Context: an optimization exercise on an open-source flow, tuned for small area, a short achievable clock period and few clock cycles. The choices shown serve that exercise and are no tape-out recipe.
Where RTL was checked, it was by simulation tests only, not by an equivalence proof against the original.
Function not checked in runs 1 and 2: the RTL went through the layout flow alone.
Power is estimated from default activity; no workload was simulated.

## flow/design.v (module list and top-level ports; edited modules follow where they fit)
// module mac: 392 lines
// module projeto: 49 lines
module projeto(
    input ck,
    input inicio,
    input rst,
    input [15:0] X,
    input [15:0] A,
    input [15:0] B,
    input [15:0] C,
    output pronto,
    output overflow,
    output [15:0] resultado
);
  // ...
==> flow/flow/run.sh <==
#!/bin/bash
# The standard layout (standard.sh) with these changes:
#  - the multiply-add tree, module mac, is laid out from flow/mac_cells.v, the
#    same circuit as mac in rtl/ula.v built from cells by hand (both are
#    generated by gen/mkhand.py), so that its partial products are single
#    NAND gates feeding full-adder cells of inverted polarity;
#  - synthesis skips Yosys's early "abc -fast" (SYNTH_ARGS=-noabc);
#  - port buffers use the smallest buffer.
# Registers and their names are those of the standard synthesis.
set -euo pipefail
export SYNTH_ARGS="-noabc"
export BUFFER_PORTS_ARGS="-buffer_cell sky130_fd_sc_hd__buf_1"
# design.v with module mac replaced by the cell-level one
awk '/^module mac\(/ {skip = 1} !skip {print} skip && /^endmodule/ {skip = 0}' design.v > design_cells.v
grep -q '^module mac(' design_cells.v && { echo "module mac still in design_cells.v"; exit 1; }
cat flow/mac_cells.v >> design_cells.v
sed "s#CLKGATE_MAP_FILE= #CLKGATE_MAP_FILE= VERILOG_FILES=$PWD/design_cells.v #" standard.sh > standard_cells.sh
grep -q "VERILOG_FILES=$PWD/design_cells.v" standard_cells.sh
bash standard_cells.sh > standard.log 2>&1
==> flow/standard.sh <==
#!/bin/bash
# synth_recipe.tcl (not shown) runs the flow's synth.tcl, then flattens the netlist and writes it again
# the make line also repeats each setting of config.mk as NAME=value (left out here)
make -C /OpenROAD-flow-scripts/flow DESIGN_CONFIG=/design/flow/config.mk WORK_HOME=/design/flow/orfs CLKGATE_MAP_FILE= SYNTH_SCRIPT=/design/flow/synth_recipe.tcl "${@:-finish}"
==> flow/config.mk <==
export PLATFORM = sky130hd
export DESIGN_NAME = projeto
export DESIGN_NICKNAME = projeto
export VERILOG_FILES = /design/flow/design.v
export SDC_FILE = /design/flow/constraint.sdc
export NUM_CORES = 4
export LEC_CHECK = 0
export CAP_MARGIN = 20
export CORE_MARGIN = 2
export CORE_UTILIZATION = 60
export CTS_BUF_LIST = sky130_fd_sc_hd__clkbuf_4 sky130_fd_sc_hd__clkbuf_8
export SETUP_SLACK_MARGIN = 3.8
export SLEW_MARGIN = 20
==> flow/constraint.sdc <==
create_clock -name core_clock -period 9.5 [get_ports {ck}]
set_input_delay 1.9000 -clock core_clock [delete_from_list [all_inputs] [get_ports {ck}]]
set_output_delay 1.9000 -clock core_clock [all_outputs]
set_load 0.01 [all_outputs]
Not shown: flow/flow/mac_cells.v
==> results by group, run 1 <==
Status
  • Outcome: finished clean

Yosys
  • Post-Syn Area: about 4700 um2
  • Number of synthesized flops with an enable pin: 0
  • Adder-Cell Fraction of Synth Area: 51.2%
  • Combinational family with the most area after synthesis: adder cells
  • Mapped Cells: between 400 and 500
  • Synthesized Nets: about 640

Pwr
  • Clock group share of total power: ~6.3%
  • Overall power: ~2200 uW
  • Comb pwr: roughly 1800 uW
  • Int Pwr: 1100 uW
  • Static leakage: around 0.0018 uW
  • Power per cell area: approximately 420 nW/um2

Routing
  • Detailed-route wire length per cell: just over 20 um
  • Final antenna-violating net count: 0
  • Routed wire length: 12900 um
  • Drt pass-1 iters: 5
  • Top sig layer: met4

Setup path
  • Largest delay share family, worst path: adder cells
  • Critical R2R Capture: qa[15]
  • Crit path kind: in2reg
  • Req. time, crit path: approximately 9.7 ns
  • CP Depth: 9
  • WP buf/inv: 1
  • Worst path max stage delay: 0.57 ns

Cells and area
  • Final Cell Area: 5150 um2
  • Fin cells: ~630
  • Signal buffers: 86
  • Seq cells: 29

STA
  • Setup Skew: approximately 0.013 ns

Global routing
  • Total track usage: between 30% and 40%

Clocking
  • Post-cts resize count: 5
  • Sink Count: 29
  • TritonCTS buffer count: 5

Die
  • Die W: approximately 90 um

Placed design
  • IO buf count: 84

Worst hold path
  • Min-delay src: ov
==> inputs of run 2 (changes only) <==
--- a/flow/flow/mac_cells.v
+++ b/flow/flow/mac_cells.v
@@ -11,42 +11,62 @@
     output [15:0] rb,
     output [14:0] cn
 );
-    sky130_fd_sc_hd__mux2_1 g_m0 (.A0(a[0]), .A1(v[0]), .S(sel), .X(m[0]));
-    sky130_fd_sc_hd__mux2_1 g_m1 (.A0(a[1]), .A1(v[1]), .S(sel), .X(m[1]));
-    sky130_fd_sc_hd__mux2_1 g_m2 (.A0(a[2]), .A1(v[2]), .S(sel), .X(m[2]));
-    sky130_fd_sc_hd__mux2_1 g_m3 (.A0(a[3]), .A1(v[3]), .S(sel), .X(m[3]));
-    sky130_fd_sc_hd__mux2_1 g_m4 (.A0(a[4]), .A1(v[4]), .S(sel), .X(m[4]));
-    sky130_fd_sc_hd__mux2_1 g_m5 (.A0(a[5]), .A1(v[5]), .S(sel), .X(m[5]));
-    sky130_fd_sc_hd__mux2_1 g_m6 (.A0(a[6]), .A1(v[6]), .S(sel), .X(m[6]));
-    sky130_fd_sc_hd__mux2_1 g_m7 (.A0(a[7]), .A1(v[7]), .S(sel), .X(m[7]));
-    sky130_fd_sc_hd__mux2_1 g_m8 (.A0(a[8]), .A1(v[8]), .S(sel), .X(m[8]));
-    sky130_fd_sc_hd__mux2_1 g_m9 (.A0(a[9]), .A1(v[9]), .S(sel), .X(m[9]));
-    sky130_fd_sc_hd__mux2_1 g_m10 (.A0(a[10]), .A1(v[10]), .S(sel), .X(m[10]));
-    sky130_fd_sc_hd__mux2_1 g_m11 (.A0(a[11]), .A1(v[11]), .S(sel), .X(m[11]));
-    sky130_fd_sc_hd__mux2_1 g_m12 (.A0(a[12]), .A1(v[12]), .S(sel), .X(m[12]));
-    sky130_fd_sc_hd__mux2_1 g_m13 (.A0(a[13]), .A1(v[13]), .S(sel), .X(m[13]));
-    sky130_fd_sc_hd__mux2_1 g_m14 (.A0(a[14]), .A1(v[14]), .S(sel), .X(m[14]));
-    sky130_fd_sc_hd__mux2_1 g_m15 (.A0(a[15]), .A1(v[15]), .S(sel), .X(m[15]));
+    sky130_fd_sc_hd__mux2_2 g_m0 (.A0(a[0]), .A1(v[0]), .S(sel), .X(m[0]));
+    sky130_fd_sc_hd__mux2_2 g_m1 (.A0(a[1]), .A1(v[1]), .S(sel), .X(m[1]));
+    sky130_fd_sc_hd__mux2_2 g_m2 (.A0(a[2]), .A1(v[2]), .S(sel), .X(m[2]));
+    sky130_fd_sc_hd__mux2_2 g_m3 (.A0(a[3]), .A1(v[3]), .S(sel), .X(m[3]));
+    sky130_fd_sc_hd__mux2_2 g_m4 (.A0(a[4]), .A1(v[4]), .S(sel), .X(m[4]));
+    sky130_fd_sc_hd__mux2_2 g_m5 (.A0(a[5]), .A1(v[5]), .S(sel), .X(m[5]));
+    sky130_fd_sc_hd__mux2_2 g_m6 (.A0(a[6]), .A1(v[6]), .S(sel), .X(m[6]));
+    sky130_fd_sc_hd__mux2_2 g_m7 (.A0(a[7]), .A1(v[7]), .S(sel), .X(m[7]));
+    sky130_fd_sc_hd__mux2_2 g_m8 (.A0(a[8]), .A1(v[8]), .S(sel), .X(m[8]));
+    sky130_fd_sc_hd__mux2_2 g_m9 (.A0(a[9]), .A1(v[9]), .S(sel), .X(m[9]));
+    sky130_fd_sc_hd__mux2_2 g_m10 (.A0(a[10]), .A1(v[10]), .S(sel), .X(m[10]));
+    sky130_fd_sc_hd__mux2_2 g_m11 (.A0(a[11]), .A1(v[11]), .S(sel), .X(m[11]));
+    sky130_fd_sc_hd__mux2_2 g_m12 (.A0(a[12]), .A1(v[12]), .S(sel), .X(m[12]));
+    sky130_fd_sc_hd__mux2_2 g_m13 (.A0(a[13]), .A1(v[13]), .S(sel), .X(m[13]));
+    sky130_fd_sc_hd__mux2_2 g_m14 (.A0(a[14]), .A1(v[14]), .S(sel), .X(m[14]));
+    sky130_fd_sc_hd__mux2_2 g_m15 (.A0(a[15]), .A1(v[15]), .S(sel), .X(m[15]));
+    wire xb0;
+    sky130_fd_sc_hd__buf_4 g_xb0 (.A(x[0]), .X(xb0));
+    wire xb1;
+    sky130_fd_sc_hd__buf_4 g_xb1 (.A(x[1]), .X(xb1));
+    wire xb2;
+    sky130_fd_sc_hd__buf_4 g_xb2 (.A(x[2]), .X(xb2));
+    wire xb3;
+    sky130_fd_sc_hd__buf_4 g_xb3 (.A(x[3]), .X(xb3));
+    wire xb4;
+    sky130_fd_sc_hd__buf_4 g_xb4 (.A(x[4]), .X(xb4));
+    wire xb5;
+    sky130_fd_sc_hd__buf_4 g_xb5 (.A(x[5]), .X(xb5));
+    wire xb6;
+    sky130_fd_sc_hd__buf_4 g_xb6 (.A(x[6]), .X(xb6));
+    wire xb7;
+    sky130_fd_sc_hd__buf_4 g_xb7 (.A(x[7]), .X(xb7));
+    wire xb8;
+    sky130_fd_sc_hd__buf_4 g_xb8 (.A(x[8]), .X(xb8));
+    wire xb9;
+    sky130_fd_sc_hd__buf_4 g_xb9 (.A(x[9]), .X(xb9));
     wire pp_0_0;
-    sky130_fd_sc_hd__nand2_1 g_pp_0_0 (.A(m[0]), .B(x[0]), .Y(pp_0_0));
+    sky130_fd_sc_hd__nand2_1 g_pp_0_0 (.A(m[0]), .B(xb0), .Y(pp_0_0));
     wire pp_0_1;
-    sky130_fd_sc_hd__nand2_1 g_pp_0_1 (.A(m[0]), .B(x[1]), .Y(pp_0_1));
+    sky130_fd_sc_hd__nand2_1 g_pp_0_1 (.A(m[0]), .B(xb1), .Y(pp_0_1));
     wire pp_0_2;
-    sky130_fd_sc_hd__nand2_1 g_pp_0_2 (.A(m[0]), .B(x[2]), .Y(pp_0_2));
+    sky130_fd_sc_hd__nand2_1 g_pp_0_2 (.A(m[0]), .B(xb2), .Y(pp_0_2));
     wire pp_0_3;
-    sky130_fd_sc_hd__nand2_1 g_pp_0_3 (.A(m[0]), .B(x[3]), .Y(pp_0_3));
+    sky130_fd_sc_hd__nand2_1 g_pp_0_3 (.A(m[0]), .B(xb3), .Y(pp_0_3));
     wire pp_0_4;
-    sky130_fd_sc_hd__nand2_1 g_pp_0_4 (.A(m[0]), .B(x[4]), .Y(pp_0_4));
+    sky130_fd_sc_hd__nand2_1 g_pp_0_4 (.A(m[0]), .B(xb4), .Y(pp_0_4));
     wire pp_0_5;
-    sky130_fd_sc_hd__nand2_1 g_pp_0_5 (.A(m[0]), .B(x[5]), .Y(pp_0_5));
+    sky130_fd_sc_hd__nand2_1 g_pp_0_5 (.A(m[0]), .B(xb5), .Y(pp_0_5));
     wire pp_0_6;
-    sky130_fd_sc_hd__nand2_1 g_pp_0_6 (.A(m[0]), .B(x[6]), .Y(pp_0_6));
+    sky130_fd_sc_hd__nand2_1 g_pp_0_6 (.A(m[0]), .B(xb6), .Y(pp_0_6));
     wire pp_0_7;
-    sky130_fd_sc_hd__nand2_1 g_pp_0_7 (.A(m[0]), .B(x[7]), .Y(pp_0_7));
+    sky130_fd_sc_hd__nand2_1 g_pp_0_7 (.A(m[0]), .B(xb7), .Y(pp_0_7));
     wire pp_0_8;
-    sky130_fd_sc_hd__nand2_1 g_pp_0_8 (.A(m[0]), .B(x[8]), .Y(pp_0_8));
+    sky130_fd_sc_hd__nand2_1 g_pp_0_8 (.A(m[0]), .B(xb8), .Y(pp_0_8));
     wire pp_0_9;
-    sky130_fd_sc_hd__nand2_1 g_pp_0_9 (.A(m[0]), .B(x[9]), .Y(pp_0_9));
+    sky130_fd_sc_hd__nand2_1 g_pp_0_9 (.A(m[0]), .B(xb9), .Y(pp_0_9));
     wire pp_0_10;
     sky130_fd_sc_hd__nand2_1 g_pp_0_10 (.A(m[0]), .B(x[10]), .Y(pp_0_10));
     wire pp_0_11;
@@ -60,25 +80,25 @@
     wire pp_0_15;
     sky130_fd_sc_hd__nand2_1 g_pp_0_15 (.A(m[0]), .B(x[15]), .Y(pp_0_15));
     wire pp_1_0;
-    sky130_fd_sc_hd__nand2_1 g_pp_1_0 (.A(m[1]), .B(x[0]), .Y(pp_1_0));
+    sky130_fd_sc_hd__nand2_1 g_pp_1_0 (.A(m[1]), .B(xb0), .Y(pp_1_0));
     wire pp_1_1;
-    sky130_fd_sc_hd__nand2_1 g_pp_1_1 (.A(m[1]), .B(x[1]), .Y(pp_1_1));
+    sky130_fd_sc_hd__nand2_1 g_pp_1_1 (.A(m[1]), .B(xb1), .Y(pp_1_1));
     wire pp_1_2;
-    sky130_fd_sc_hd__nand2_1 g_pp_1_2 (.A(m[1]), .B(x[2]), .Y(pp_1_2));
+    sky130_fd_sc_hd__nand2_1 g_pp_1_2 (.A(m[1]), .B(xb2), .Y(pp_1_2));
     wire pp_1_3;
-    sky130_fd_sc_hd__nand2_1 g_pp_1_3 (.A(m[1]), .B(x[3]), .Y(pp_1_3));
+    sky130_fd_sc_hd__nand2_1 g_pp_1_3 (.A(m[1]), .B(xb3), .Y(pp_1_3));
     wire pp_1_4;
-    sky130_fd_sc_hd__nand2_1 g_pp_1_4 (.A(m[1]), .B(x[4]), .Y(pp_1_4));
+    sky130_fd_sc_hd__nand2_1 g_pp_1_4 (.A(m[1]), .B(xb4), .Y(pp_1_4));
     wire pp_1_5;
-    sky130_fd_sc_hd__nand2_1 g_pp_1_5 (.A(m[1]), .B(x[5]), .Y(pp_1_5));
+    sky130_fd_sc_hd__nand2_1 g_pp_1_5 (.A(m[1]), .B(xb5), .Y(pp_1_5));
     wire pp_1_6;
-    sky130_fd_sc_hd__nand2_1 g_pp_1_6 (.A(m[1]), .B(x[6]), .Y(pp_1_6));
+    sky130_fd_sc_hd__nand2_1 g_pp_1_6 (.A(m[1]), .B(xb6), .Y(pp_1_6));
     wire pp_1_7;
-    sky130_fd_sc_hd__nand2_1 g_pp_1_7 (.A(m[1]), .B(x[7]), .Y(pp_1_7));
+    sky130_fd_sc_hd__nand2_1 g_pp_1_7 (.A(m[1]), .B(xb7), .Y(pp_1_7));
     wire pp_1_8;
-    sky130_fd_sc_hd__nand2_1 g_pp_1_8 (.A(m[1]), .B(x[8]), .Y(pp_1_8));
+    sky130_fd_sc_hd__nand2_1 g_pp_1_8 (.A(m[1]), .B(xb8), .Y(pp_1_8));
     wire pp_1_9;
-    sky130_fd_sc_hd__nand2_1 g_pp_1_9 (.A(m[1]), .B(x[9]), .Y(pp_1_9));
+    sky130_fd_sc_hd__nand2_1 g_pp_1_9 (.A(m[1]), .B(xb9), .Y(pp_1_9));
     wire pp_1_10;
     sky130_fd_sc_hd__nand2_1 g_pp_1_10 (.A(m[1]), .B(x[10]), .Y(pp_1_10));
     wire pp_1_11;
@@ -90,25 +110,25 @@
     wire pp_1_14;
     sky130_fd_sc_hd__nand2_1 g_pp_1_14 (.A(m[1]), .B(x[14]), .Y(pp_1_14));
     wire pp_2_0;
-    sky130_fd_sc_hd__nand2_1 g_pp_2_0 (.A(m[2]), .B(x[0]), .Y(pp_2_0));
+    sky130_fd_sc_hd__nand2_1 g_pp_2_0 (.A(m[2]), .B(xb0), .Y(pp_2_0));
     wire pp_2_1;
-    sky130_fd_sc_hd__nand2_1 g_pp_2_1 (.A(m[2]), .B(x[1]), .Y(pp_2_1));
+    sky130_fd_sc_hd__nand2_1 g_pp_2_1 (.A(m[2]), .B(xb1), .Y(pp_2_1));
     wire pp_2_2;
-    sky130_fd_sc_hd__nand2_1 g_pp_2_2 (.A(m[2]), .B(x[2]), .Y(pp_2_2));
+    sky130_fd_sc_hd__nand2_1 g_pp_2_2 (.A(m[2]), .B(xb2), .Y(pp_2_2));
     wire pp_2_3;
-    sky130_fd_sc_hd__nand2_1 g_pp_2_3 (.A(m[2]), .B(x[3]), .Y(pp_2_3));
+    sky130_fd_sc_hd__nand2_1 g_pp_2_3 (.A(m[2]), .B(xb3), .Y(pp_2_3));
     wire pp_2_4;
-    sky130_fd_sc_hd__nand2_1 g_pp_2_4 (.A(m[2]), .B(x[4]), .Y(pp_2_4));
+    sky130_fd_sc_hd__nand2_1 g_pp_2_4 (.A(m[2]), .B(xb4), .Y(pp_2_4));
     wire pp_2_5;
-    sky130_fd_sc_hd__nand2_1 g_pp_2_5 (.A(m[2]), .B(x[5]), .Y(pp_2_5));
+    sky130_fd_sc_hd__nand2_1 g_pp_2_5 (.A(m[2]), .B(xb5), .Y(pp_2_5));
     wire pp_2_6;
-    sky130_fd_sc_hd__nand2_1 g_pp_2_6 (.A(m[2]), .B(x[6]), .Y(pp_2_6));
+    sky130_fd_sc_hd__nand2_1 g_pp_2_6 (.A(m[2]), .B(xb6), .Y(pp_2_6));
     wire pp_2_7;
-    sky130_fd_sc_hd__nand2_1 g_pp_2_7 (.A(m[2]), .B(x[7]), .Y(pp_2_7));
+    sky130_fd_sc_hd__nand2_1 g_pp_2_7 (.A(m[2]), .B(xb7), .Y(pp_2_7));
     wire pp_2_8;
-    sky130_fd_sc_hd__nand2_1 g_pp_2_8 (.A(m[2]), .B(x[8]), .Y(pp_2_8));
+    sky130_fd_sc_hd__nand2_1 g_pp_2_8 (.A(m[2]), .B(xb8), .Y(pp_2_8));
     wire pp_2_9;
-    sky130_fd_sc_hd__nand2_1 g_pp_2_9 (.A(m[2]), .B(x[9]), .Y(pp_2_9));
+    sky130_fd_sc_hd__nand2_1 g_pp_2_9 (.A(m[2]), .B(xb9), .Y(pp_2_9));
     wire pp_2_10;
     sky130_fd_sc_hd__nand2_1 g_pp_2_10 (.A(m[2]), .B(x[10]), .Y(pp_2_10));
     wire pp_2_11;
@@ -118,25 +138,25 @@
     wire pp_2_13;
     sky130_fd_sc_hd__nand2_1 g_pp_2_13 (.A(m[2]), .B(x[13]), .Y(pp_2_13));
     wire pp_3_0;
-    sky130_fd_sc_hd__nand2_1 g_pp_3_0 (.A(m[3]), .B(x[0]), .Y(pp_3_0));
+    sky130_fd_sc_hd__nand2_1 g_pp_3_0 (.A(m[3]), .B(xb0), .Y(pp_3_0));
     wire pp_3_1;
-    sky130_fd_sc_hd__nand2_1 g_pp_3_1 (.A(m[3]), .B(x[1]), .Y(pp_3_1));
+    sky130_fd_sc_hd__nand2_1 g_pp_3_1 (.A(m[3]), .B(xb1), .Y(pp_3_1));
     wire pp_3_2;
-    sky130_fd_sc_hd__nand2_1 g_pp_3_2 (.A(m[3]), .B(x[2]), .Y(pp_3_2));
+    sky130_fd_sc_hd__nand2_1 g_pp_3_2 (.A(m[3]), .B(xb2), .Y(pp_3_2));
     wire pp_3_3;
-    sky130_fd_sc_hd__nand2_1 g_pp_3_3 (.A(m[3]), .B(x[3]), .Y(pp_3_3));
+    sky130_fd_sc_hd__nand2_1 g_pp_3_3 (.A(m[3]), .B(xb3), .Y(pp_3_3));
     wire pp_3_4;
-    sky130_fd_sc_hd__nand2_1 g_pp_3_4 (.A(m[3]), .B(x[4]), .Y(pp_3_4));
+    sky130_fd_sc_hd__nand2_1 g_pp_3_4 (.A(m[3]), .B(xb4), .Y(pp_3_4));
     wire pp_3_5;
-    sky130_fd_sc_hd__nand2_1 g_pp_3_5 (.A(m[3]), .B(x[5]), .Y(pp_3_5));
+    sky130_fd_sc_hd__nand2_1 g_pp_3_5 (.A(m[3]), .B(xb5), .Y(pp_3_5));
     wire pp_3_6;
-    sky130_fd_sc_hd__nand2_1 g_pp_3_6 (.A(m[3]), .B(x[6]), .Y(pp_3_6));
+    sky130_fd_sc_hd__nand2_1 g_pp_3_6 (.A(m[3]), .B(xb6), .Y(pp_3_6));
     wire pp_3_7;
-    sky130_fd_sc_hd__nand2_1 g_pp_3_7 (.A(m[3]), .B(x[7]), .Y(pp_3_7));
+    sky130_fd_sc_hd__nand2_1 g_pp_3_7 (.A(m[3]), .B(xb7), .Y(pp_3_7));
     wire pp_3_8;
-    sky130_fd_sc_hd__nand2_1 g_pp_3_8 (.A(m[3]), .B(x[8]), .Y(pp_3_8));
+    sky130_fd_sc_hd__nand2_1 g_pp_3_8 (.A(m[3]), .B(xb8), .Y(pp_3_8));
     wire pp_3_9;
-    sky130_fd_sc_hd__nand2_1 g_pp_3_9 (.A(m[3]), .B(x[9]), .Y(pp_3_9));
+    sky130_fd_sc_hd__nand2_1 g_pp_3_9 (.A(m[3]), .B(xb9), .Y(pp_3_9));
     wire pp_3_10;
     sky130_fd_sc_hd__nand2_1 g_pp_3_10 (.A(m[3]), .B(x[10]), .Y(pp_3_10));
     wire pp_3_11;
@@ -144,161 +164,161 @@
     wire pp_3_12;
     sky130_fd_sc_hd__nand2_1 g_pp_3_12 (.A(m[3]), .B(x[12]), .Y(pp_3_12));
     wire pp_4_0;
-    sky130_fd_sc_hd__nand2_1 g_pp_4_0 (.A(m[4]), .B(x[0]), .Y(pp_4_0));
+    sky130_fd_sc_hd__nand2_1 g_pp_4_0 (.A(m[4]), .B(xb0), .Y(pp_4_0));
     wire pp_4_1;
-    sky130_fd_sc_hd__nand2_1 g_pp_4_1 (.A(m[4]), .B(x[1]), .Y(pp_4_1));
+    sky130_fd_sc_hd__nand2_1 g_pp_4_1 (.A(m[4]), .B(xb1), .Y(pp_4_1));
     wire pp_4_2;
-    sky130_fd_sc_hd__nand2_1 g_pp_4_2 (.A(m[4]), .B(x[2]), .Y(pp_4_2));
+    sky130_fd_sc_hd__nand2_1 g_pp_4_2 (.A(m[4]), .B(xb2), .Y(pp_4_2));
     wire pp_4_3;
-    sky130_fd_sc_hd__nand2_1 g_pp_4_3 (.A(m[4]), .B(x[3]), .Y(pp_4_3));
+    sky130_fd_sc_hd__nand2_1 g_pp_4_3 (.A(m[4]), .B(xb3), .Y(pp_4_3));
     wire pp_4_4;
-    sky130_fd_sc_hd__nand2_1 g_pp_4_4 (.A(m[4]), .B(x[4]), .Y(pp_4_4));
+    sky130_fd_sc_hd__nand2_1 g_pp_4_4 (.A(m[4]), .B(xb4), .Y(pp_4_4));
     wire pp_4_5;
-    sky130_fd_sc_hd__nand2_1 g_pp_4_5 (.A(m[4]), .B(x[5]), .Y(pp_4_5));
+    sky130_fd_sc_hd__nand2_1 g_pp_4_5 (.A(m[4]), .B(xb5), .Y(pp_4_5));
     wire pp_4_6;
-    sky130_fd_sc_hd__nand2_1 g_pp_4_6 (.A(m[4]), .B(x[6]), .Y(pp_4_6));
+    sky130_fd_sc_hd__nand2_1 g_pp_4_6 (.A(m[4]), .B(xb6), .Y(pp_4_6));
     wire pp_4_7;
-    sky130_fd_sc_hd__nand2_1 g_pp_4_7 (.A(m[4]), .B(x[7]), .Y(pp_4_7));
+    sky130_fd_sc_hd__nand2_1 g_pp_4_7 (.A(m[4]), .B(xb7), .Y(pp_4_7));
     wire pp_4_8;
-    sky130_fd_sc_hd__nand2_1 g_pp_4_8 (.A(m[4]), .B(x[8]), .Y(pp_4_8));
+    sky130_fd_sc_hd__nand2_1 g_pp_4_8 (.A(m[4]), .B(xb8), .Y(pp_4_8));
     wire pp_4_9;
-    sky130_fd_sc_hd__nand2_1 g_pp_4_9 (.A(m[4]), .B(x[9]), .Y(pp_4_9));
+    sky130_fd_sc_hd__nand2_1 g_pp_4_9 (.A(m[4]), .B(xb9), .Y(pp_4_9));
     wire pp_4_10;
     sky130_fd_sc_hd__nand2_1 g_pp_4_10 (.A(m[4]), .B(x[10]), .Y(pp_4_10));
     wire pp_4_11;
     sky130_fd_sc_hd__nand2_1 g_pp_4_11 (.A(m[4]), .B(x[11]), .Y(pp_4_11));
     wire pp_5_0;
-    sky130_fd_sc_hd__nand2_1 g_pp_5_0 (.A(m[5]), .B(x[0]), .Y(pp_5_0));
+    sky130_fd_sc_hd__nand2_1 g_pp_5_0 (.A(m[5]), .B(xb0), .Y(pp_5_0));
     wire pp_5_1;
-    sky130_fd_sc_hd__nand2_1 g_pp_5_1 (.A(m[5]), .B(x[1]), .Y(pp_5_1));
+    sky130_fd_sc_hd__nand2_1 g_pp_5_1 (.A(m[5]), .B(xb1), .Y(pp_5_1));
     wire pp_5_2;
-    sky130_fd_sc_hd__nand2_1 g_pp_5_2 (.A(m[5]), .B(x[2]), .Y(pp_5_2));
+    sky130_fd_sc_hd__nand2_1 g_pp_5_2 (.A(m[5]), .B(xb2), .Y(pp_5_2));
     wire pp_5_3;
-    sky130_fd_sc_hd__nand2_1 g_pp_5_3 (.A(m[5]), .B(x[3]), .Y(pp_5_3));
+    sky130_fd_sc_hd__nand2_1 g_pp_5_3 (.A(m[5]), .B(xb3), .Y(pp_5_3));
     wire pp_5_4;
-    sky130_fd_sc_hd__nand2_1 g_pp_5_4 (.A(m[5]), .B(x[4]), .Y(pp_5_4));
+    sky130_fd_sc_hd__nand2_1 g_pp_5_4 (.A(m[5]), .B(xb4), .Y(pp_5_4));
     wire pp_5_5;
-    sky130_fd_sc_hd__nand2_1 g_pp_5_5 (.A(m[5]), .B(x[5]), .Y(pp_5_5));
+    sky130_fd_sc_hd__nand2_1 g_pp_5_5 (.A(m[5]), .B(xb5), .Y(pp_5_5));
     wire pp_5_6;
-    sky130_fd_sc_hd__nand2_1 g_pp_5_6 (.A(m[5]), .B(x[6]), .Y(pp_5_6));
+    sky130_fd_sc_hd__nand2_1 g_pp_5_6 (.A(m[5]), .B(xb6), .Y(pp_5_6));
     wire pp_5_7;
-    sky130_fd_sc_hd__nand2_1 g_pp_5_7 (.A(m[5]), .B(x[7]), .Y(pp_5_7));
+    sky130_fd_sc_hd__nand2_1 g_pp_5_7 (.A(m[5]), .B(xb7), .Y(pp_5_7));
     wire pp_5_8;
-    sky130_fd_sc_hd__nand2_1 g_pp_5_8 (.A(m[5]), .B(x[8]), .Y(pp_5_8));
+    sky130_fd_sc_hd__nand2_1 g_pp_5_8 (.A(m[5]), .B(xb8), .Y(pp_5_8));
     wire pp_5_9;
-    sky130_fd_sc_hd__nand2_1 g_pp_5_9 (.A(m[5]), .B(x[9]), .Y(pp_5_9));
+    sky130_fd_sc_hd__nand2_1 g_pp_5_9 (.A(m[5]), .B(xb9), .Y(pp_5_9));
     wire pp_5_10;
     sky130_fd_sc_hd__nand2_1 g_pp_5_10 (.A(m[5]), .B(x[10]), .Y(pp_5_10));
     wire pp_6_0;
-    sky130_fd_sc_hd__nand2_1 g_pp_6_0 (.A(m[6]), .B(x[0]), .Y(pp_6_0));
+    sky130_fd_sc_hd__nand2_1 g_pp_6_0 (.A(m[6]), .B(xb0), .Y(pp_6_0));
     wire pp_6_1;
-    sky130_fd_sc_hd__nand2_1 g_pp_6_1 (.A(m[6]), .B(x[1]), .Y(pp_6_1));
+    sky130_fd_sc_hd__nand2_1 g_pp_6_1 (.A(m[6]), .B(xb1), .Y(pp_6_1));
     wire pp_6_2;
-    sky130_fd_sc_hd__nand2_1 g_pp_6_2 (.A(m[6]), .B(x[2]), .Y(pp_6_2));
+    sky130_fd_sc_hd__nand2_1 g_pp_6_2 (.A(m[6]), .B(xb2), .Y(pp_6_2));
     wire pp_6_3;
-    sky130_fd_sc_hd__nand2_1 g_pp_6_3 (.A(m[6]), .B(x[3]), .Y(pp_6_3));
+    sky130_fd_sc_hd__nand2_1 g_pp_6_3 (.A(m[6]), .B(xb3), .Y(pp_6_3));
     wire pp_6_4;
-    sky130_fd_sc_hd__nand2_1 g_pp_6_4 (.A(m[6]), .B(x[4]), .Y(pp_6_4));
+    sky130_fd_sc_hd__nand2_1 g_pp_6_4 (.A(m[6]), .B(xb4), .Y(pp_6_4));
     wire pp_6_5;
-    sky130_fd_sc_hd__nand2_1 g_pp_6_5 (.A(m[6]), .B(x[5]), .Y(pp_6_5));
+    sky130_fd_sc_hd__nand2_1 g_pp_6_5 (.A(m[6]), .B(xb5), .Y(pp_6_5));
     wire pp_6_6;
-    sky130_fd_sc_hd__nand2_1 g_pp_6_6 (.A(m[6]), .B(x[6]), .Y(pp_6_6));
+    sky130_fd_sc_hd__nand2_1 g_pp_6_6 (.A(m[6]), .B(xb6), .Y(pp_6_6));
     wire pp_6_7;
-    sky130_fd_sc_hd__nand2_1 g_pp_6_7 (.A(m[6]), .B(x[7]), .Y(pp_6_7));
+    sky130_fd_sc_hd__nand2_1 g_pp_6_7 (.A(m[6]), .B(xb7), .Y(pp_6_7));
     wire pp_6_8;
-    sky130_fd_sc_hd__nand2_1 g_pp_6_8 (.A(m[6]), .B(x[8]), .Y(pp_6_8));
+    sky130_fd_sc_hd__nand2_1 g_pp_6_8 (.A(m[6]), .B(xb8), .Y(pp_6_8));
     wire pp_6_9;
-    sky130_fd_sc_hd__nand2_1 g_pp_6_9 (.A(m[6]), .B(x[9]), .Y(pp_6_9));
+    sky130_fd_sc_hd__nand2_1 g_pp_6_9 (.A(m[6]), .B(xb9), .Y(pp_6_9));
     wire pp_7_0;
-    sky130_fd_sc_hd__nand2_1 g_pp_7_0 (.A(m[7]), .B(x[0]), .Y(pp_7_0));
+    sky130_fd_sc_hd__nand2_1 g_pp_7_0 (.A(m[7]), .B(xb0), .Y(pp_7_0));
     wire pp_7_1;
-    sky130_fd_sc_hd__nand2_1 g_pp_7_1 (.A(m[7]), .B(x[1]), .Y(pp_7_1));
+    sky130_fd_sc_hd__nand2_1 g_pp_7_1 (.A(m[7]), .B(xb1), .Y(pp_7_1));
     wire pp_7_2;
-    sky130_fd_sc_hd__nand2_1 g_pp_7_2 (.A(m[7]), .B(x[2]), .Y(pp_7_2));
+    sky130_fd_sc_hd__nand2_1 g_pp_7_2 (.A(m[7]), .B(xb2), .Y(pp_7_2));
     wire pp_7_3;
-    sky130_fd_sc_hd__nand2_1 g_pp_7_3 (.A(m[7]), .B(x[3]), .Y(pp_7_3));
+    sky130_fd_sc_hd__nand2_1 g_pp_7_3 (.A(m[7]), .B(xb3), .Y(pp_7_3));
     wire pp_7_4;
-    sky130_fd_sc_hd__nand2_1 g_pp_7_4 (.A(m[7]), .B(x[4]), .Y(pp_7_4));
+    sky130_fd_sc_hd__nand2_1 g_pp_7_4 (.A(m[7]), .B(xb4), .Y(pp_7_4));
     wire pp_7_5;
-    sky130_fd_sc_hd__nand2_1 g_pp_7_5 (.A(m[7]), .B(x[5]), .Y(pp_7_5));
+    sky130_fd_sc_hd__nand2_1 g_pp_7_5 (.A(m[7]), .B(xb5), .Y(pp_7_5));
     wire pp_7_6;
-    sky130_fd_sc_hd__nand2_1 g_pp_7_6 (.A(m[7]), .B(x[6]), .Y(pp_7_6));
+    sky130_fd_sc_hd__nand2_1 g_pp_7_6 (.A(m[7]), .B(xb6), .Y(pp_7_6));
     wire pp_7_7;
-    sky130_fd_sc_hd__nand2_1 g_pp_7_7 (.A(m[7]), .B(x[7]), .Y(pp_7_7));
+    sky130_fd_sc_hd__nand2_1 g_pp_7_7 (.A(m[7]), .B(xb7), .Y(pp_7_7));
     wire pp_7_8;
-    sky130_fd_sc_hd__nand2_1 g_pp_7_8 (.A(m[7]), .B(x[8]), .Y(pp_7_8));
+    sky130_fd_sc_hd__nand2_1 g_pp_7_8 (.A(m[7]), .B(xb8), .Y(pp_7_8));
     wire pp_8_0;
-    sky130_fd_sc_hd__nand2_1 g_pp_8_0 (.A(m[8]), .B(x[0]), .Y(pp_8_0));
+    sky130_fd_sc_hd__nand2_1 g_pp_8_0 (.A(m[8]), .B(xb0), .Y(pp_8_0));
     wire pp_8_1;
-    sky130_fd_sc_hd__nand2_1 g_pp_8_1 (.A(m[8]), .B(x[1]), .Y(pp_8_1));
+    sky130_fd_sc_hd__nand2_1 g_pp_8_1 (.A(m[8]), .B(xb1), .Y(pp_8_1));
     wire pp_8_2;
-    sky130_fd_sc_hd__nand2_1 g_pp_8_2 (.A(m[8]), .B(x[2]), .Y(pp_8_2));
+    sky130_fd_sc_hd__nand2_1 g_pp_8_2 (.A(m[8]), .B(xb2), .Y(pp_8_2));
     wire pp_8_3;
-    sky130_fd_sc_hd__nand2_1 g_pp_8_3 (.A(m[8]), .B(x[3]), .Y(pp_8_3));
+    sky130_fd_sc_hd__nand2_1 g_pp_8_3 (.A(m[8]), .B(xb3), .Y(pp_8_3));
     wire pp_8_4;
-    sky130_fd_sc_hd__nand2_1 g_pp_8_4 (.A(m[8]), .B(x[4]), .Y(pp_8_4));
+    sky130_fd_sc_hd__nand2_1 g_pp_8_4 (.A(m[8]), .B(xb4), .Y(pp_8_4));
     wire pp_8_5;
-    sky130_fd_sc_hd__nand2_1 g_pp_8_5 (.A(m[8]), .B(x[5]), .Y(pp_8_5));
+    sky130_fd_sc_hd__nand2_1 g_pp_8_5 (.A(m[8]), .B(xb5), .Y(pp_8_5));
     wire pp_8_6;
-    sky130_fd_sc_hd__nand2_1 g_pp_8_6 (.A(m[8]), .B(x[6]), .Y(pp_8_6));
+    sky130_fd_sc_hd__nand2_1 g_pp_8_6 (.A(m[8]), .B(xb6), .Y(pp_8_6));
     wire pp_8_7;
-    sky130_fd_sc_hd__nand2_1 g_pp_8_7 (.A(m[8]), .B(x[7]), .Y(pp_8_7));
+    sky130_fd_sc_hd__nand2_1 g_pp_8_7 (.A(m[8]), .B(xb7), .Y(pp_8_7));
     wire pp_9_0;
-    sky130_fd_sc_hd__nand2_1 g_pp_9_0 (.A(m[9]), .B(x[0]), .Y(pp_9_0));
+    sky130_fd_sc_hd__nand2_1 g_pp_9_0 (.A(m[9]), .B(xb0), .Y(pp_9_0));
     wire pp_9_1;
-    sky130_fd_sc_hd__nand2_1 g_pp_9_1 (.A(m[9]), .B(x[1]), .Y(pp_9_1));
+    sky130_fd_sc_hd__nand2_1 g_pp_9_1 (.A(m[9]), .B(xb1), .Y(pp_9_1));
     wire pp_9_2;
-    sky130_fd_sc_hd__nand2_1 g_pp_9_2 (.A(m[9]), .B(x[2]), .Y(pp_9_2));
+    sky130_fd_sc_hd__nand2_1 g_pp_9_2 (.A(m[9]), .B(xb2), .Y(pp_9_2));
     wire pp_9_3;
-    sky130_fd_sc_hd__nand2_1 g_pp_9_3 (.A(m[9]), .B(x[3]), .Y(pp_9_3));
+    sky130_fd_sc_hd__nand2_1 g_pp_9_3 (.A(m[9]), .B(xb3), .Y(pp_9_3));
     wire pp_9_4;
-    sky130_fd_sc_hd__nand2_1 g_pp_9_4 (.A(m[9]), .B(x[4]), .Y(pp_9_4));
+    sky130_fd_sc_hd__nand2_1 g_pp_9_4 (.A(m[9]), .B(xb4), .Y(pp_9_4));
     wire pp_9_5;
-    sky130_fd_sc_hd__nand2_1 g_pp_9_5 (.A(m[9]), .B(x[5]), .Y(pp_9_5));
+    sky130_fd_sc_hd__nand2_1 g_pp_9_5 (.A(m[9]), .B(xb5), .Y(pp_9_5));
     wire pp_9_6;
-    sky130_fd_sc_hd__nand2_1 g_pp_9_6 (.A(m[9]), .B(x[6]), .Y(pp_9_6));
+    sky130_fd_sc_hd__nand2_1 g_pp_9_6 (.A(m[9]), .B(xb6), .Y(pp_9_6));
     wire pp_10_0;
-    sky130_fd_sc_hd__nand2_1 g_pp_10_0 (.A(m[10]), .B(x[0]), .Y(pp_10_0));
+    sky130_fd_sc_hd__nand2_1 g_pp_10_0 (.A(m[10]), .B(xb0), .Y(pp_10_0));
     wire pp_10_1;
-    sky130_fd_sc_hd__nand2_1 g_pp_10_1 (.A(m[10]), .B(x[1]), .Y(pp_10_1));
+    sky130_fd_sc_hd__nand2_1 g_pp_10_1 (.A(m[10]), .B(xb1), .Y(pp_10_1));
     wire pp_10_2;
-    sky130_fd_sc_hd__nand2_1 g_pp_10_2 (.A(m[10]), .B(x[2]), .Y(pp_10_2));
+    sky130_fd_sc_hd__nand2_1 g_pp_10_2 (.A(m[10]), .B(xb2), .Y(pp_10_2));
     wire pp_10_3;
-    sky130_fd_sc_hd__nand2_1 g_pp_10_3 (.A(m[10]), .B(x[3]), .Y(pp_10_3));
+    sky130_fd_sc_hd__nand2_1 g_pp_10_3 (.A(m[10]), .B(xb3), .Y(pp_10_3));
     wire pp_10_4;
-    sky130_fd_sc_hd__nand2_1 g_pp_10_4 (.A(m[10]), .B(x[4]), .Y(pp_10_4));
+    sky130_fd_sc_hd__nand2_1 g_pp_10_4 (.A(m[10]), .B(xb4), .Y(pp_10_4));
     wire pp_10_5;
-    sky130_fd_sc_hd__nand2_1 g_pp_10_5 (.A(m[10]), .B(x[5]), .Y(pp_10_5));
+    sky130_fd_sc_hd__nand2_1 g_pp_10_5 (.A(m[10]), .B(xb5), .Y(pp_10_5));
     wire pp_11_0;
-    sky130_fd_sc_hd__nand2_1 g_pp_11_0 (.A(m[11]), .B(x[0]), .Y(pp_11_0));
+    sky130_fd_sc_hd__nand2_1 g_pp_11_0 (.A(m[11]), .B(xb0), .Y(pp_11_0));
     wire pp_11_1;
-    sky130_fd_sc_hd__nand2_1 g_pp_11_1 (.A(m[11]), .B(x[1]), .Y(pp_11_1));
+    sky130_fd_sc_hd__nand2_1 g_pp_11_1 (.A(m[11]), .B(xb1), .Y(pp_11_1));
     wire pp_11_2;
-    sky130_fd_sc_hd__nand2_1 g_pp_11_2 (.A(m[11]), .B(x[2]), .Y(pp_11_2));
+    sky130_fd_sc_hd__nand2_1 g_pp_11_2 (.A(m[11]), .B(xb2), .Y(pp_11_2));
     wire pp_11_3;
-    sky130_fd_sc_hd__nand2_1 g_pp_11_3 (.A(m[11]), .B(x[3]), .Y(pp_11_3));
+    sky130_fd_sc_hd__nand2_1 g_pp_11_3 (.A(m[11]), .B(xb3), .Y(pp_11_3));
     wire pp_11_4;
-    sky130_fd_sc_hd__nand2_1 g_pp_11_4 (.A(m[11]), .B(x[4]), .Y(pp_11_4));
+    sky130_fd_sc_hd__nand2_1 g_pp_11_4 (.A(m[11]), .B(xb4), .Y(pp_11_4));
     wire pp_12_0;
-    sky130_fd_sc_hd__nand2_1 g_pp_12_0 (.A(m[12]), .B(x[0]), .Y(pp_12_0));
+    sky130_fd_sc_hd__nand2_1 g_pp_12_0 (.A(m[12]), .B(xb0), .Y(pp_12_0));
     wire pp_12_1;
-    sky130_fd_sc_hd__nand2_1 g_pp_12_1 (.A(m[12]), .B(x[1]), .Y(pp_12_1));
+    sky130_fd_sc_hd__nand2_1 g_pp_12_1 (.A(m[12]), .B(xb1), .Y(pp_12_1));
     wire pp_12_2;
-    sky130_fd_sc_hd__nand2_1 g_pp_12_2 (.A(m[12]), .B(x[2]), .Y(pp_12_2));
+    sky130_fd_sc_hd__nand2_1 g_pp_12_2 (.A(m[12]), .B(xb2), .Y(pp_12_2));
     wire pp_12_3;
-    sky130_fd_sc_hd__nand2_1 g_pp_12_3 (.A(m[12]), .B(x[3]), .Y(pp_12_3));
+    sky130_fd_sc_hd__nand2_1 g_pp_12_3 (.A(m[12]), .B(xb3), .Y(pp_12_3));
     wire pp_13_0;
-    sky130_fd_sc_hd__nand2_1 g_pp_13_0 (.A(m[13]), .B(x[0]), .Y(pp_13_0));
+    sky130_fd_sc_hd__nand2_1 g_pp_13_0 (.A(m[13]), .B(xb0), .Y(pp_13_0));
     wire pp_13_1;
-    sky130_fd_sc_hd__nand2_1 g_pp_13_1 (.A(m[13]), .B(x[1]), .Y(pp_13_1));
+    sky130_fd_sc_hd__nand2_1 g_pp_13_1 (.A(m[13]), .B(xb1), .Y(pp_13_1));
     wire pp_13_2;
-    sky130_fd_sc_hd__nand2_1 g_pp_13_2 (.A(m[13]), .B(x[2]), .Y(pp_13_2));
+    sky130_fd_sc_hd__nand2_1 g_pp_13_2 (.A(m[13]), .B(xb2), .Y(pp_13_2));
     wire pp_14_0;
-    sky130_fd_sc_hd__nand2_1 g_pp_14_0 (.A(m[14]), .B(x[0]), .Y(pp_14_0));
+    sky130_fd_sc_hd__nand2_1 g_pp_14_0 (.A(m[14]), .B(xb0), .Y(pp_14_0));
     wire pp_14_1;
-    sky130_fd_sc_hd__nand2_1 g_pp_14_1 (.A(m[14]), .B(x[1]), .Y(pp_14_1));
+    sky130_fd_sc_hd__nand2_1 g_pp_14_1 (.A(m[14]), .B(xb1), .Y(pp_14_1));
     wire pp_15_0;
-    sky130_fd_sc_hd__nand2_1 g_pp_15_0 (.A(m[15]), .B(x[0]), .Y(pp_15_0));
+    sky130_fd_sc_hd__nand2_1 g_pp_15_0 (.A(m[15]), .B(xb0), .Y(pp_15_0));
     wire s1, c2;
     sky130_fd_sc_hd__fa_1 g_s1 (.A(kn[1]), .B(pp_0_1), .CIN(pp_1_0), .COUT(c2), .SUM(s1));
     wire s3, c4;
==> run 2 against run 1 <==
Still clean; global-route usage down 1.2 points; power down 2.4%; wire length down 2.2%; first-iteration DRC count down 13%; sequential share of layout area up 0.14 points; core utilization down 1.1 points; via count down 3.9%; critical path depth unchanged; area after synthesis up 1.6%; highest routed layer unchanged.
==> results by group, run 2 <==
Clocking
  • CTS H-tree depth: 2
  • Clock Path Buffers: 2
  • Setup bufs post-CTS: 0
  • Sink Count: 29 (unchanged)
  • Clock-pin slew on the worst setup and hold paths: about 0.080 ns
  • Worst skew pair latency: between 0.2 and 0.3 ns
  • Root Buffer: clkbuf_8
  • TritonCTS buffer count: 5 (unchanged)
  • CTS tree: done

STA
  • Fin crit period: approximately 5.6 ns
  • Achievable Freq: about 180 MHz
  • Setup Skew: 0.00795 ns (-0.00475 ns)
  • Crit share post-route: between 50% and 60%
  • Worst Tran Pin Value: approximately 0.97 ns
  • # setup viols final: 0
  • Final hold viol count: 0
  • RSZ-0062 raised after global routing: false
  • Setup TNS: 0 ns
  • Max-slew violations: 0
  • Slew headroom: 35.1%

Routing
  • Via count: about 3700
  • Initial drt markers: between 200 and 250
  • Routed wire length: 12600 um (-2.2%)
  • Remaining DRCs: 0
  • Final antenna-violating net count: 0 (unchanged)
  • Detailed-route wire length per cell: 20.2 um (-1.9%)
  • Vias/cell: between 5 and 6
  • Drt pass-1 iters: 5 (unchanged)

Cells and area
  • Largest register FFs: 16
  • Proportion of layout cells with a drive suffix above 1: between 6 and 7%
  • Most common cell after layout, fill and taps aside: nand2_1
  • Biggest regs: qa (16), qb (5), ql (4)
  • Final core utilization: 66.2%
  • Most frequent cells in the layout: 146 x nand2_1, 116 x fa_1, 79 x buf_1
  • Number of diodes: 0
  • Final Cell Area: 5090 um2 (-1.2%)
  • Nets: approximately 710
  • Fin cells: 627 (-0.32%)
  • Largest register by flop count: qa
  • Layout area overhead: 6.94%

Placed design
  • Placed cell areas: between 4000 and 5000 um2
  • Post-Place Cells: between 600 and 700
  • Final Wtd Congestion: 0.914
  • DP HPWL: a little under 10000 um
  • IO buf count: 84 (unchanged)

Yosys
  • Area leader, netlist: fa_1
  • Synth Register Bits: 29
  • Synth top area share: roughly half
  • Mapped Cells: 462 (+2.2%)
  • Count leader, synth: nand2_1
  • Netlist cell types: 44
  • Top FF cell, synth: dfxtp_1
  • Top cells by count, synth: 146 x nand2_1, 116 x fa_1, 29 x dfxtp_1
  • Number of synthesized flops with an enable pin: 0 (unchanged)
  • Seq/Total Area, Yosys: between 10 and 15%
  • Post-Syn Area: 4760 um2 (+1.6%)
  • Synthesized Nets: 651 (+1.6%)
  • Top cells by area, synth: fa_1 49%, dfxtp_1 12%, nand2_1 12%
  • Avg Cell Area, Syn: just over 10 um2
  • Async SR Flop Fraction: 0%
  • Synth warn: 1

Global routing
  • Vias in the first global route: between 3000 and 4000
  • Remaining global-route overflow: 0
  • Maximum number of pins on one net before global-route repair: 37
  • Initial antenna violation count: 0
  • Total track usage: 31.3% (-1.2 points)
  • First-pass GRT wire length: roughly 20000 um

Die
  • Floorplan Core Area: just under 8000 um2
  • Die Y: approximately 93 um
  • I/O pin cnt: 85
  • Starting Density: around 62%
  • Die W: 93.1 um (+0.76%)
  • Die area: about 8700 um2
  • Core Rows: 32

Status
  • Outcome: finished clean

Setup path
  • Data arrival, critical path: 5.73 ns
  • Crit path kind: in2reg
  • Req. time, crit path: 9.66 ns (about the same)
  • Critical Path Sink Type: flip-flop
  • CP startpoint kind: input port
  • Crit Path Max Fanout: 13

Worst hold path
  • Worst hold path class: reg2reg

Pwr
  • Overall power: 2120 uW (-2.4%)
  • VDD IR max: about 0.50 mV
  • Static leakage: 0.00174 uW (-1.5%)
  • Power per cell area: 417 nW/um2 (-1.2%)

Job
  • Max cap viols: 0
-- run 2: cell count changes after synthesis, sizes merged --
cell  change
buf      +10
-- run 2: final cells by class --
type | instances | area, um2
Sequential cell | 29 | 582
Fill cell | 667 | 2600
Clock inverter | 2 | 10.0
Clock buffer | 6 | 76.3
Tap cell | 102 | 128
Multi-Input combinational cell | 398 | 3950
Inverter | 6 | 22.5
Timing Repair Buffer | 84 | 322
-- run 2: per-stage QoR --
stage | worst slack, ns | hold slack (ns)
6_report | 3.93 | 0.630
2_1_floorplan | 4.03 | 0.534
3_3_place_gp | 3.58 | 0.620
4_1_cts | 3.85 | 0.633
5_1_grt | 3.82 | 0.707
3_5_place_dp | 3.52 | 0.623
-- run 2: routing by layer --
metal,GRT usage (%),vias up,share of wire (%)
met5,0,-,0
met4,9.07,0,2.5
met3,6.45,31,8.9
met2,50.9,192,48
met1,43.1,1827,40
li1,-,1623,-
-- run 2: final timing paths --
| path | endpoint | cells after the start | slack (ns) | start |
|---|---|---|---|---|
| worst max-delay path | qa[11] | 9 | 3.93 | X[4] |
| worst min-delay path | ov | 3 | 0.63 | qa[15] |
| worst max register to register | qa[15] | 15 | 4.17 | qa[0] |
| worst min register to register | ov | 3 | 0.63 | qa[15] |
-- run 2: kinds of logic after synthesis --
kind of cell,count (synthesis),synth area share (%)
AO/OA/AOI/OAI,32,4.63
XOR/XNOR,13,2.39
adder cells (fa/ha/maj),122,50.4
buffers and inverters,35,4.81
flip-flops,29,12.2
multiplexers,32,7.15
AND/OR/NAND/NOR,199,18.5
-- run 2: worst max-delay path, cell delays in order --
cell and delay, ns:
buf_1 0.59, nand2_1 0.19, fa_1 0.44, fa_1 0.40
fa_1 0.40, fa_1 0.52, fa_1 0.44, fa_1 0.39
fa_1 0.45
-- run 2: power breakdown --
group	switching, uW	internal, uW
clock network	53.3	53.6
registers	45.4	222
logic	967	783
total	1070	1060
-- run 2: timing repair --
| action | in CTS | in global routing |
|---|---|---|
| setup endpoints to repair | 0 | 5 |
| hold buffers | 0 | 0 |
| resized for setup | 0 | 6 |
==> module projeto, before the edit <==
module projeto(
    input ck,
    input inicio,
    input rst,
    input [15:0] X,
    input [15:0] A,
    input [15:0] B,
    input [15:0] C,
    output pronto,
    output overflow,
    output [15:0] resultado
);
    reg busy, pr, ov, qh;
    reg [15:0] qa, qb;
    reg [3:0] ql;
    wire [16:0] v = ~(qa + qb + 17'd1);
    wire vo = ov | qh | (|ql) | v[16];
    wire [15:0] m;       
    wire [15:0] kn = ~(busy ? C : B);
    wire [15:0] ra, rb;
    wire [14:0] cn;
    mac u(.a(A), .v(v[15:0]), .sel(busy), .m(m), .x(X), .kn(kn), .ra(ra), .rb(rb), .cn(cn));
    reg hi;
    integer i;
    always @(*) begin
        hi = 1'b0;
        for (i = 1; i < 16; i = i + 1)
            hi = hi | (m[i] & (|(X >> (16 - i))));
    end
    wire po = ~&cn[8:0];
    wire [3:0] pl = {~(cn[9] & cn[10]), ~(cn[11] & cn[12]), ~cn[13], ~cn[14]};
    always @(posedge ck) begin
        qa <= ra;
        qb <= rb;
        qh <= hi;
        ql <= pl;
        ov <= po | (busy & vo);
        if (rst) begin
            busy <= 1'b0;
            pr   <= 1'b0;
        end else begin
            busy <= ~busy & inicio;
            pr   <= busy;
        end
    end
    assign pronto = pr;
    assign resultado = v[15:0];
    assign overflow = vo;
endmodule
==> inputs of run 3 (changes only) <==
--- a/flow/design.v
+++ b/flow/design.v
@@ -402,11 +402,11 @@
     output overflow,
     output [15:0] resultado
 );
-    reg busy, pr, ov, qh;
+    reg busy, pr, ov;
     reg [15:0] qa, qb;
-    reg [3:0] ql;
+    reg [1:0] ql;
     wire [16:0] v = ~(qa + qb + 17'd1);
-    wire vo = ov | qh | (|ql) | v[16];
+    wire vo = ov | (|ql) | v[16];
     wire [15:0] m;       
     wire [15:0] kn = ~(busy ? C : B);
     wire [15:0] ra, rb;
@@ -419,12 +419,11 @@
         for (i = 1; i < 16; i = i + 1)
             hi = hi | (m[i] & (|(X >> (16 - i))));
     end
-    wire po = ~&cn[8:0];
-    wire [3:0] pl = {~(cn[9] & cn[10]), ~(cn[11] & cn[12]), ~cn[13], ~cn[14]};
+    wire po = hi | ~&cn[11:0];
+    wire [1:0] pl = {~(cn[12] & cn[13]), ~cn[14]};
     always @(posedge ck) begin
         qa <= ra;
         qb <= rb;
-        qh <= hi;
         ql <= pl;
         ov <= po | (busy & vo);
         if (rst) begin
==> run 3 against run 2 <==
Largest cell class unchanged; still clean; sequential share of layout area fell by 0.81 points; synthesized cell count fell by 5.2%; register-to-register slack got worse by 0.08 ns; power fell by 4.0%; via count fell by 3.4%; clock power fell by 12%.
==> results by group, run 3 <==
Die
  • Core Rows: 31 (-3.1%)
  • Starting Density: 62.7% (+0.83 points)
  • Die W: 91.6 um (-1.6%)
  • Die Y: 91.6 um (-1.6%)
  • Die area: 8380 um2 (-3.2%)
  • I/O pin cnt: 85 (unchanged)
  • Floorplan Core Area: 7330 um2 (-4.6%)

Cells and area
  • Most common cell after layout, fill and taps aside: nand2_1
  • Proportion of layout cells with a drive suffix above 1: 5.84% (-0.83 points)
  • Biggest regs: qa (16), qb (5), ql (2)
  • Largest register by flop count: qa
  • Layout area overhead: 6.77%
  • Number of diodes: 0 (unchanged)
  • Largest register FFs: 16 (unchanged)
  • Most frequent cells in the layout: 143 x nand2_1, 116 x fa_1, 81 x buf_1
  • Nets: 687 (-3.6%)
  • Fill count: 608 (-8.8%)
  • Final Cell Area: 4910 um2 (-3.5%)

Worst hold path
  • Worst hold path depth: 3 (unchanged)
  • Hold Path Sink: ov
  • Min-delay src: ql[1]
  • Worst hold path class: reg2reg

Clocking
  • Root Buffer: clkbuf_8
  • CTS H-tree depth: 1 (-1)
  • Worst skew pair latency: 0.27 ns (-0.02 ns)
  • CTS tree: done
  • Setup bufs post-CTS: 0 (unchanged)
  • Clock Path Buffers: 2 (unchanged)
  • Post-cts resize count: 0 (unchanged)
  • Cts hold-fix bufs: 0 (unchanged)
  • TritonCTS buffer count: 3 (-2)
  • Sink Count: 26 (-10%)
  • Clock-pin slew on the worst setup and hold paths: 0.10 ns (+0.02 ns)

Setup path
  • Crit Path Max Fanout: 13 (unchanged)
  • Critical R2R Capture: qa[15]
  • Critical Path Sink Type: flip-flop
  • Data arrival, critical path: 5.78 ns (+0.05 ns)
  • R2R depth: 14 (-1)
  • Crit path kind: in2reg
  • Req. time, crit path: 9.67 ns (about the same)
  • CP startpoint kind: input port
  • Reg2reg setup slack: 4.09 ns (-0.08 ns)
  • Worst r2r src: qa[3]

STA
  • Fin crit period: 5.62 ns (+0.0491 ns)
  • Achievable Freq: 178 MHz (-0.87%)
  • RSZ-0062 raised after global routing: false
  • Worst Tran Pin Value: 0.978 ns (+0.00418 ns)
  • Setup Skew: 0.00185 ns (-0.00610 ns)
  • Slew headroom: 34.8% (-0.28 points)
  • Setup TNS: 0 ns (unchanged)
  • Max-slew violations: 0 (unchanged)
  • Final Worst Setup Slack: 3.88 ns (-0.0491 ns)
  • Fin Hold WS: 0.630 ns (+0.0000180 ns)
  • Final hold viol count: 0 (unchanged)
  • Crit share post-route: 59.1% (+0.52 points)
  • # setup viols final: 0 (unchanged)

Yosys
  • Async SR Flop Fraction: 0% (unchanged)
  • Top cells by area, synth: fa_1 50%, nand2_1 12%, dfxtp_1 11%
  • Mapped Cells: 438 (-5.2%)
  • Seq/Total Area, Yosys: 11.3% (-0.88 points)
  • Top FF cell, synth: dfxtp_1
  • Synth warn: 1 (unchanged)
  • Synth top area share: 50.5% (+1.7 points)
  • Synthesized Nets: 627 (-3.7%)
  • Count leader, synth: nand2_1
  • Netlist cell types: 39 (-11%)
  • Synth Register Bits: 26 (-10%)
  • Number of synthesized flops with an enable pin: 0 (unchanged)
  • Avg Cell Area, Syn: 10.5 um2 (+1.9%)
  • Top cells by count, synth: 143 x nand2_1, 116 x fa_1, 27 x buf_4
  • Area leader, netlist: fa_1
  • Post-Syn Area: 4600 um2 (-3.4%)

Status
  • Outcome: finished clean

Placed design
  • Placed cell areas: 4830 um2 (-3.4%)
  • Pre-CTS WS: 3.53 ns (+0.00240 ns)
  • IO buf count: 84 (unchanged)
  • Final Wtd Congestion: 0.916 (+0.24%)
  • DP HPWL: 9420 um (-5.0%)

Routing
  • Routed wl met3: 977 um (-13%)
  • Top sig layer: met4
  • Drt pass-1 iters: 4 (-1)
  • Routed wire length: 12000 um (-5.0%)
  • M1 wire length: 4540 um (-11%)
  • Initial drt markers: 255 (+14%)
  • Remaining DRCs: 0 (unchanged)
  • Via count: 3548 (-3.4%)
  • Final antenna-violating net count: 0 (unchanged)
  • Metal2 WL: 5940 um (-2.4%)
  • Vias/cell: 5.95 (+1.6%)
  • Detailed-route wire length per cell: 20.2 um (about the same)

Global routing
  • Remaining global-route overflow: 0 (unchanged)
  • Total track usage: 29.6% (-1.7 points)
  • Maximum number of pins on one net before global-route repair: 36 (-2.7%)
  • Vias in the first global route: 3587 (-6.6%)
  • First-pass GRT wire length: 18600 um (-6.8%)
  • Initial antenna violation count: 0 (unchanged)

Job
  • Max cap viols: 0 (unchanged)

Pwr
  • Power per cell area: 415 nW/um2 (-0.52%)
  • Static leakage: 0.00167 uW (-4.0%)
  • Overall power: 2040 uW (-4.0%)
  • VDD IR max: 0.680 mV (+36%)
==> run 3: cell count changes after synthesis, moves of 3 or more <==
cell and delta:
dfxtp_1 -3, nand3_1 -4, nand2_1 -3, clkbuf_1 -3, nor2_1 -3, o21ai_1 -3, nor3_1 -4
==> run 3: worst max-delay path: stages <==
cell and delay [ns]:
buf_1 0.60, nand2_1 0.22, fa_1 0.63, fa_1 0.45
fa_1 0.61, fa_1 0.46, fa_1 0.51, fa_1 0.40
==> run 3: worst max-delay path by stage <==
stage | to | startpoint | slack, ns
2_1_floorplan | qa[15] | A[0] | 4.03
3_3_place_gp | qa[15] | X[2] | 3.60
3_5_place_dp | qa[15] | X[0] | 3.53
4_1_cts | qa[15] | X[0] | 3.83
5_1_grt | qa[15] | A[1] | 3.82
6_report | qa[15] | X[4] | 3.88
==> run 3: report_power, final <==
group / switching, uW / leakage (uW) / internal [uW] / total, uW
registers: 32.7 / 0.000219 / 202 / 234
clock network: 38.1 / 0.0000357 / 56.4 / 94.6
logic: 942 / 0.00141 / 768 / 1710
==> run 3: per-stage QoR <==
step	utilization, %	instances
final	67.0	596
after global routing	67.0	596
after CTS	66.8	596
after detailed placement	65.9	592
after global placement	65.9	592
after floorplan	-	438
==> run 3: cells by family (layout without fill, tap and decap cells) <==
group / Yosys count / in the layout / synth area share [%]
muxes: 33 / 33 / 7.62
and+or+nand+nor: 182 / 182 / 16.8
xor gates and xnor gates: 16 / 16 / 3.05
buffers and inverters: 35 / 94 / 5.09
AOI/OAI and AO/OA: 24 / 24 / 4.00
DFF: 26 / 26 / 11.3
adders and majority gates: 122 / 122 / 52.1
==> run 3: final cells by class <==
class                      count  area, um2  share of cell area (%)
inverter                       6       22.5                   0.459
sequential                    26        522                    10.6
clock buffer                   3       41.3                   0.841
timing repair buffer          84        319                    6.50
multi-input combinational    377       3850                    78.4
tap                           99        124                    2.52
clock inverter                 1       30.0                   0.611
==> run 3: layer usage <==
| layer | up-vias | track usage, % |
|---|---|---|
| met5 | - | 0 |
| met4 | 0 | 14.1 |
| met3 | 36 | 3.98 |
| met2 | 212 | 47.6 |
| met1 | 1771 | 39.9 |
| li1 | 1529 | - |
Testbench counts of run 3, summed over its fixed seeds: cycles 4,800.
==> inputs of run 4 (changes only) <==
--- a/flow/config.mk
+++ b/flow/config.mk
@@ -9,5 +9,5 @@
 export CORE_MARGIN = 2
 export CORE_UTILIZATION = 60
 export CTS_BUF_LIST = sky130_fd_sc_hd__clkbuf_4 sky130_fd_sc_hd__clkbuf_8
-export SETUP_SLACK_MARGIN = 3.8
+export SETUP_SLACK_MARGIN = 4.3
 export SLEW_MARGIN = 20
==> run 4 against run 3 <==
Flip-flop and latch count unchanged; fmax grew 6.5%; synthesized cell count unchanged; core utilization is 6.6 points higher; cell area increased by 9.8%; sequential power grew 2%; critical endpoint unchanged; count of clock-buffer cells in the layout increased by 1; register-to-register slack better by 0.22 ns; largest power group unchanged.
==> results by group, run 4 <==
STA
  • Setup TNS: 0 ns (unchanged)
  • Slew headroom: 55.1% (+20 points)
  • RSZ-0062 raised after global routing: true
  • Final hold viol count: 0 (unchanged)
  • Fin crit period: 5.28 ns (-0.342 ns)
  • Max-slew violations: 0 (unchanged)
  • Setup Skew: 0.00416 ns (+0.00232 ns)
  • Fin Hold WS: 0.653 ns (+0.0232 ns)
  • Achievable Freq: 190 MHz (+6.5%)
  • # setup viols final: 0 (unchanged)
  • Final Worst Setup Slack: 4.22 ns (+0.342 ns)
  • Worst Tran Pin Value: 0.673 ns (-0.305 ns)
  • Crit share post-route: 55.5% (-3.6 points)

Cells and area
  • Largest register by flop count: qa
  • Final core utilization: 73.6% (+6.6 points)
  • Largest register FFs: 16 (unchanged)
  • Register Area: 526 um2 (+0.72%)
  • Fill count: 567 (-6.7%)
  • Proportion of layout cells with a drive suffix above 1: 22.0% (+16 points)
  • Nets: 721 (+4.9%)
  • Final Cell Area: 5390 um2 (+9.8%)
  • Layout area overhead: 17.2%
  • Biggest regs: qa (16), qb (5), ql (2)
  • Number of diodes: 0 (unchanged)
  • Multi-input gate area: 4080 um2 (+5.9%)
  • Most frequent cells in the layout: 130 x nand2_1, 97 x fa_1, 68 x buf_1
  • Most common cell after layout, fill and taps aside: nand2_1

Clocking
  • Root Buffer: clkbuf_8
  • CTS H-tree depth: 1 (unchanged)
  • Sink Count: 26 (unchanged)
  • TritonCTS buffer count: 3 (unchanged)
  • CTS tree: done
  • Clock-pin slew on the worst setup and hold paths: 0.10 ns (about the same)
  • Clock Path Buffers: 2 (unchanged)
  • Worst skew pair latency: 0.28 ns (about the same)

Yosys
  • Synth warn: 1 (unchanged)
  • Seq/Total Area, Yosys: 11.3% (unchanged)
  • Mapped Cells: 438 (unchanged)
  • Area leader, netlist: fa_1
  • Top FF cell, synth: dfxtp_1
  • Post-Syn Area: 4600 um2 (unchanged)
  • Top cells by count, synth: 143 x nand2_1, 116 x fa_1, 27 x buf_4
  • Number of synthesized flops with an enable pin: 0 (unchanged)
  • Top cells by area, synth: fa_1 50%, nand2_1 12%, dfxtp_1 11%
  • Count leader, synth: nand2_1
  • Async SR Flop Fraction: 0% (unchanged)
  • Synth Register Bits: 26 (unchanged)
  • Netlist cell types: 39 (unchanged)
  • Avg Cell Area, Syn: 10.5 um2 (unchanged)
  • Synth top area share: 50.5% (unchanged)
  • Synthesized Nets: 627 (unchanged)

Setup path
  • Critical Path Sink Type: flip-flop
  • Reg2reg setup slack: 4.31 ns (+0.22 ns)
  • Data arrival, critical path: 5.50 ns (-0.28 ns)
  • CP startpoint kind: input port
  • Worst r2r src: qa[3]
  • Critical R2R Capture: qa[15]
  • Crit path kind: in2reg
  • Req. time, crit path: 9.73 ns (+0.06 ns)
  • R2R depth: 14 (unchanged)
  • Crit Path Max Fanout: 6 (-7)

Worst hold path
  • Hold Path Sink: ov
  • Worst hold path depth: 3 (unchanged)
  • Min-delay src: ql[1]
  • Worst hold path class: reg2reg

Pwr
  • Static leakage: 0.00193 uW (+16%)
  • Power per cell area: 436 nW/um2 (+5.1%)
  • VDD IR max: 0.673 mV (-1.0%)

Global routing
  • First-pass GRT wire length: 20300 um (+8.7%)
  • Remaining global-route overflow: 0 (unchanged)
  • Vias in the first global route: 3873 (+8.0%)
  • Maximum number of pins on one net before global-route repair: 38 (+5.6%)
  • Initial antenna violation count: 0 (unchanged)
  • Total track usage: 32.4% (+2.9 points)

Placed design
  • Placed cell areas: 4910 um2 (+1.6%)
  • DP HPWL: 9490 um (+0.78%)
  • Pre-CTS WS: 3.53 ns (+0.00690 ns)
  • IO buf count: 84 (unchanged)
  • Final Wtd Congestion: 0.959 (+4.6%)

Die
  • Die Y: 91.6 um (unchanged)
  • Die W: 91.6 um (unchanged)
  • Floorplan Core Area: 7330 um2 (unchanged)
  • I/O pin cnt: 85 (unchanged)
  • Die area: 8380 um2 (unchanged)
  • Core Rows: 31 (unchanged)
  • Starting Density: 62.7% (unchanged)

Routing
  • Vias/cell: 6.02 (+1.1%)
  • Final antenna-violating net count: 0 (unchanged)
  • Drt pass-1 iters: 5 (+1)
  • Remaining DRCs: 0 (unchanged)
  • Detailed-route wire length per cell: 21.1 um (+4.7%)
  • Initial drt markers: 322 (+26%)
  • Via count: 3790 (+6.8%)
  • Routed wire length: 13300 um (+11%)

Status
  • Outcome: finished clean

Job
  • Max cap viols: 0 (unchanged)
==> run 4: changes by cell type in the layout (fill, tap and decap cells not counted), sizes merged <==
cell | previous run | this run
clkbuf | 6 | 10
bufinv | 1 | 0
mux2 | 16 | 20
buf | 81 | 108
==> run 4: logic make-up after synthesis <==
family	after synthesis	share of synthesized area, %
and+or+nand+nor	182	16.8
adders and majority gates	122	52.1
buffers and inverters	35	5.09
muxes	33	7.62
DFF	26	11.3
AOI/OAI and AO/OA	24	4.00
xor gates and xnor gates	16	3.05
==> run 4: final cells by class <==
class | count | area share [%]
Clock buffer | 4 | 1.02
Inverter | 6 | 0.418
Multi-Input combinational cell | 381 | 75.7
Sequential cell | 26 | 9.74
Tap cell | 99 | 2.30
Timing Repair Buffer | 114 | 10.8
==> run 4: worst max path at each step <==
stage	from	end	slack (ns)
after CTS	A[0]	qa[15]	4.20
final	A[3]	qa[15]	4.22
after floorplan	A[9]	qa[15]	4.19
after global placement	X[1]	qa[15]	3.66
after detailed placement	X[0]	qa[15]	3.53
after global routing	qa[3]	qa[15]	4.10
==> run 4: per-layer routing <==
layer / GRT usage [%] / up-vias / wire length, um
li1: - / 1599 / -
met1: 43.6 / 1866 / 4880
met2: 50.7 / 277 / 6330
met3: 7.97 / 48 / 1500
met4: 13.6 / 0 / 579
met5: 0 / - / 0
==> run 4: worst max-delay path, cell delays in order <==
cell	delay, ns
clkbuf_2	0.11
mux2_4	0.36
nand2_2	0.09
fa_1	0.43
fa_2	0.48
fa_2	0.35
fa_1	0.56
fa_1	0.45
or2_1	0.25
fa_2	0.51
==> run 4: repair_timing <==
| action | 4_1_cts | 5_1_grt |
|---|---|---|
| setup buffers | 25 | 5 |
| hold buffers | 0 | 0 |
| pin swaps | 21 | 24 |
| cloned | 2 | 2 |
| gates resized for setup | 29 | 30 |
| setup endpoints to repair | 7 | 7 |
==> run 4: through the flow <==
| stage | cells | total power, uW |
|---|---|---|
| 2_1_floorplan | 438 | 1630 |
| 3_3_place_gp | 592 | 1910 |
| 3_5_place_dp | 592 | 2020 |
| 4_1_cts | 623 | 2240 |
| 5_1_grt | 630 | 2610 |
| 6_report | 630 | 2350 |
==> run 4: power breakdown <==
part | leakage, uW | internal, uW | switching [uW]
Combinational | 0.00168 | 988 | 1050
Sequential | 0.000219 | 202 | 35.3
Clock | 0.0000288 | 37.2 | 40.0
Total | 0.00193 | 1230 | 1130

Setup slack of run 4, layout unchanged: 4.225 ns with ideal ports, 4.226 ns with driving cells assumed (clock clkbuf_16, inputs buf_2), 3.919 ns with port delays also shifted by the 0.307 ns mid clock arrival.
